What follows belongs to an exercise in optimizing a design on an open flow for small area; a production flow would make more cautious choices.
RTL that was checked went through simulation tests only; none was proved equivalent to the original.
No activity file was given, so power comes from the tool's default toggle rates.

cedar:
==> flow/design.v (excerpt) <==
module decodeAndMap(drawX, drawY, drawColour, WE, resetn, clock, shapeselect, inputColour, vs_n, rotateX, rotateY, rotateZ, invert, pitch, roll, yaw, doneShape);
    input clock, resetn, vs_n, invert, rotateX, rotateY, rotateZ;
    input [1:0] shapeselect;
    input [2:0] inputColour;
    output [8:0] drawX, drawY;
    output [2:0] drawColour;
    output WE;
    output [7:0] pitch, roll, yaw;
    output doneShape;
    function [12:0] rca;
        input [11:0] a, b;
        input ci;
        integer k;
        reg c;
        begin
            c = ci;
            for (k = 0; k < 12; k = k + 1) begin
                rca[k] = a[k] ^ b[k] ^ c;
                c = (a[k] & b[k]) | (a[k] & c) | (b[k] & c);
            end
            rca[12] = c;
        end
    endfunction
    localparam S_CLEAR = 4'd0, S_PAIR = 4'd1, S_W1 = 4'd2, S_C1 = 4'd3, S_W2 = 4'd4,
               S_C2 = 4'd5, S_NEG = 4'd6, S_SWP = 4'd7, S_DRAW = 4'd8, S_ROTW = 4'd9,
               S_ROT = 4'd10, S_WAIT = 4'd11, S_WAIT2 = 4'd12, S_DONE = 4'd13;
    reg [3:0] st;
    reg [1:0] shp;
    reg lvs_n;
    wire restart = ~resetn | (shapeselect != shp);
    reg [3:0] bi, wi;
    wire bend = (bi == 4'd15);
    wire wend = (wi == 4'd11);
    reg load;
    reg [191:0] rx, ry, rz;
    reg [3:0] ea, eb;
    wire [2:0] vbit;
    wire edge_ab;
    shapeTypeLUT lut(shp, wi, bi, ea, eb, vbit, edge_ab);
    wire [12:0] bi_inc = rca({8'd0, bi}, 12'd0, 1'b1);
  ...
For scale: roughly 1,500 cells after synthesis, roughly 700 flip-flops, ~59 I/O pins.
==> flow/config.mk <==
export PLATFORM = sky130hd
export DESIGN_NAME = decodeAndMap
export DESIGN_NICKNAME = decodeAndMap
export VERILOG_FILES = /design/flow/design.v
export SDC_FILE = /design/flow/constraint.sdc
export NUM_CORES = 8
export LEC_CHECK = 0
export CAP_MARGIN = 30
export CORE_MARGIN = 2
export CORE_UTILIZATION = 60
export CTS_BUF_LIST = sky130_fd_sc_hd__clkbuf_16
export CTS_CLUSTER_DIAMETER = 60
export CTS_CLUSTER_SIZE = 30
export SLEW_MARGIN = 20
==> flow/constraint.sdc <==
create_clock -name core_clock -period 12.0 [get_ports {clock}]
set_input_delay 2.4000 -clock core_clock [delete_from_list [all_inputs] [get_ports {clock}]]
set_output_delay 2.4000 -clock core_clock [all_outputs]
set_load 0.01 [all_outputs]
run.sh (not shown) runs the stock make flow with config.mk's settings and CLKGATE_MAP_FILE= SYNTH_SCRIPT=/design/flow/synth_recipe.tcl, a recipe that flattens the netlist after the stock synthesis.
cedar completed every stage of the flow, and the final layout passed the timing, design-rule and antenna checks.
Changes in harbor relative to cedar:
Settings: changing CTS_BUF_LIST from sky130_fd_sc_hd__clkbuf_16 to sky130_fd_sc_hd__clkbuf_4 sky130_fd_sc_hd__clkbuf_8 sky130_fd_sc_hd__clkbuf_16; changing CTS_CLUSTER_DIAMETER from 60 to 100.
## What came out
NOTE total wirelength of the detailed-routed design cedar->harbor decreased slightly. On clock period minus final worst setup slack, harbor and cedar are basically level. The synthesis-to-layout area growth of harbor falls short of that of cedar by 1.9 points. harbor: final total power is 260 µW lower than what cedar reported. Summary — final standard cell count with taps included and fillers excluded, harbor relative to cedar: lower, by about 1.1%. Worst setup slack: cedar vs harbor — no meaningful difference.
Input-level comparison between willow and harbor:
Settings: swapping sky130_fd_sc_hd__clkbuf_4 sky130_fd_sc_hd__clkbuf_8 sky130_fd_sc_hd__clkbuf_16 for sky130_fd_sc_hd__clkbuf_16 in CTS_BUF_LIST; swapping 60 for 65 in CORE_UTILIZATION; swapping 100 for 40 in CTS_CLUSTER_DIAMETER; swapping 30 for 40 in CTS_CLUSTER_SIZE.
Going from harbor to willow, filler cell count in the final layout -652, overall power consumption +about 23%, via count of the first global-routing pass +1,255, design area +about 5.4%, global-route usage +4.7 points.
The run with more setup slack is harbor; willow has less.
Function was not checked in any run of this note: the RTL went through the layout flow alone.


alpha:
decodeAndMap, a different RTL version from the one above (not shown whole).
Size: ~1500 cells after synthesis, ~690 flip-flops, about 59 I/O pins.
export LEC_CHECK = 0
export CAP_MARGIN = 30
export CORE_MARGIN = 2
export CORE_UTILIZATION = 75
export CTS_BUF_LIST = sky130_fd_sc_hd__clkbuf_16
export CTS_CLUSTER_DIAMETER = 120
export CTS_CLUSTER_SIZE = 30
export SLEW_MARGIN = 20
create_clock -name core_clock -period 12.0 [get_ports {clock}]
Here is what was changed in the inputs of beta compared with alpha.
# alpha
export LEC_CHECK = 0
export CAP_MARGIN = 30
export CORE_MARGIN = 2
export CORE_UTILIZATION = 75
export CTS_BUF_LIST = sky130_fd_sc_hd__clkbuf_16
export CTS_CLUSTER_DIAMETER = 120
export CTS_CLUSTER_SIZE = 30
export SLEW_MARGIN = 20
create_clock -name core_clock -period 12.0 [get_ports {clock}]
# beta
export LEC_CHECK = 0
export CAP_MARGIN = 30
export CORE_MARGIN = 2
export CORE_UTILIZATION = 75
export CTS_BUF_LIST = sky130_fd_sc_hd__clkbuf_16
export CTS_CLUSTER_DIAMETER = 150
export CTS_CLUSTER_SIZE = 30
export SLEW_MARGIN = 20
create_clock -name core_clock -period 12.0 [get_ports {clock}]
Results
- beta went all the way through the flow, and no timing, DRC or antenna check failed.
- In terms of number of multi-input combinational cells in the layout, beta and alpha differ only marginally.
- Reported for alpha and beta, clock network area share turned out identical to the last digit.
- Changes observed in beta relative to alpha: area of all placed cells without fillers held steady, switching share of power level, wire length of the first global-routing pass held steady, clock-buffer cell count level.
- Compared with alpha, in beta minimum setup slack in the final design stayed essentially flat, total standard cell area after synthesis held, overall die area flat.


## job 6143
decodeAndMap, a different RTL version from the one above (not shown whole).
Size in the first run: about 1,700 cells after synthesis, roughly 700 flip-flops.
==> flow/design.v (excerpt) <==
module decodeAndMap(drawX, drawY, drawColour, WE, resetn, clock, shapeselect, inputColour, vs_n, rotateX, rotateY, rotateZ, invert, pitch, roll, yaw, doneShape);
    input clock, resetn, vs_n, invert, rotateX, rotateY, rotateZ;
    input [1:0] shapeselect;
    input [2:0] inputColour;
    output [8:0] drawX, drawY;
    output [2:0] drawColour;
    output WE;
    output [7:0] pitch, roll, yaw;
    output doneShape;
    function [12:0] rca;
        input [11:0] a, b;
        input ci;
        integer k;
        reg c;
        begin
            c = ci;
            for (k = 0; k < 12; k = k + 1) begin
                rca[k] = a[k] ^ b[k] ^ c;
                c = (a[k] & b[k]) | (a[k] & c) | (b[k] & c);
            end
            rca[12] = c;
        end
    endfunction
    localparam S_CLEAR = 4'd0, S_PAIR = 4'd1, S_W1 = 4'd2, S_W2 = 4'd3,
               S_NEG = 4'd4, S_SWP = 4'd5, S_DRAW = 4'd6, S_ROTW = 4'd7,
               S_ROT = 4'd8, S_WAIT = 4'd9, S_WAIT2 = 4'd10, S_DONE = 4'd11;
    reg [3:0] st;
    reg [1:0] shp;
    reg lvs_n;
    wire restart = ~resetn | (shapeselect != shp);
    reg [3:0] bi, wi;
    wire bend = (bi == 4'd15);
  ...
make LEC_CHECK=0 ABC_AREA=1 CAP_MARGIN=30 CORE_MARGIN=2 CORE_UTILIZATION=70 CTS_BUF_LIST=sky130_fd_sc_hd__clkbuf_16 CTS_CLUSTER_DIAMETER=100 CTS_CLUSTER_SIZE=30 SLEW_MARGIN=20 finish   # period 12.0 ns
### job 6143 -> job 2557
- a deleted ABC_AREA that had been 1
- a change of CORE_UTILIZATION from 70 to 75
- an added PLACE_DENSITY of 0.85
Results
- Diff job 2557..job 6143 | largest buffer count on any clock path | negligible
- Between job 6143 and job 2557, the fraction of power consumed by the clock network figures differ only marginally.
- Job 2557 vs job 6143, total instance count after detailed placement went down by about 12%.
- [job 2557] post-route fraction of the period consumed by the critical path fell 0.28 points relative to job 6143
- [compare] base=job 6143 new=job 2557: total area of multi-input combinational cells held steady, power in combinational cells grew by about 18%, final cell area excluding filler cells shrank by 350 um^2, number of cells on the critical path shrank by 1.
- Looking only at area of the mapped netlist, and setting everything else aside, the higher value of job 2557 and job 6143 goes to job 6143.
Here is what was changed in the inputs of job 6299 compared with job 2557.
- PLACE_DENSITY removed (was 0.85)
[summary]
Diff job 2557 -> job 6299: iteration-0 DRC count of the detailed router decreased by 260 relative to the old numbers; number of nets with antenna violations after routing now sits at about the same level; worst hold slack now larger. Job 2557 → job 6299: areal power density over the cells held, met2 track demand over resource has decreased, post-layout utilization of the core stayed essentially flat, cell area after layout barely changed. Job 2557 -> job 6299: number of buffers inserted by post-CTS setup repair delta 0, exact match. Sort job 6299 and job 2557 by number of optimization iterations in the first detailed-route pass asc -> top: job 2557.
Setup changes, job 6299 to job 6940
- setting CELL_PAD_IN_SITES_GLOBAL_PLACEMENT to 0 for the first time
- setting CELL_PAD_IN_SITES_DETAIL_PLACEMENT to 0 for the first time
Notes after the runs:
- Job 6940 -> job 6299: core occupancy in the finished layout flat
- Minimum clock period after layout came out exactly the same in job 6299 and job 6940.
- ~same setup slack in job 6299 and job 6940
- From job 6940 to job 6299, total setup buffers inserted after CTS did not move at all.
- Between job 6299 and job 6940, the fraction of power consumed by sequential logic figures differ only marginally.
- Via count: job 6940 vs job 6299 identical
- Job 6299 and job 6940 ended up with roughly the same global-route usage.
- From job 6940 to job 6299, die area did not move at all.
- Re clock skew: no difference whatsoever between job 6299 and job 6940.

==> static timing again, ports no longer ideal <==
No port has a modelled driver above. Below, the same layouts with a new extraction and two added sets of constraints. Step 1 assumes that a clkbuf_16 drives the clock port and a buf_2 every other input. Step 2 times the ports against the registers' clock, not the clock port: input delays grow and output delays shrink by t, the midpoint of the rising clock arrivals with the driver on. Slacks: ideal / step 1 / step 2; pairs: ideal / step 1.
run	t, ns	slack for setup (ns)	worst hold slack (ns)	worst register clock-pin slew, ns	pins driven straight from the clock port
cedar	0.567	6.085 / 6.052 / 6.052	0.300 / 0.300 / 0.300	0.10 / 0.10	1
harbor	0.631	6.085 / 6.052 / 6.052	0.324 / 0.324 / 0.324	0.12 / 0.12	1
willow	0.619	6.069 / 6.045 / 6.045	0.280 / 0.280 / 0.280	0.10 / 0.10	1
alpha	0.616	5.991 / 5.959 / 5.959	0.329 / 0.329 / 0.329	0.12 / 0.12	1
beta	0.616	5.991 / 5.959 / 5.959	0.329 / 0.329 / 0.329	0.12 / 0.12	1
job 6143	0.640	6.071 / 6.040 / 6.040	0.325 / 0.325 / 0.325	0.12 / 0.12	1
job 2557	0.642	6.105 / 6.079 / 6.007	0.319 / 0.319 / 0.319	0.12 / 0.12	1
job 6299	0.641	6.104 / 6.074 / 6.074	0.327 / 0.327 / 0.327	0.12 / 0.12	1
job 6940	0.641	6.104 / 6.074 / 6.074	0.327 / 0.327 / 0.327	0.12 / 0.12	1
After both steps every run listed still meets setup and hold. The setup slack of job 2557, which loses most, moves by -0.026 ns with the drivers and by -0.098 ns with both steps.
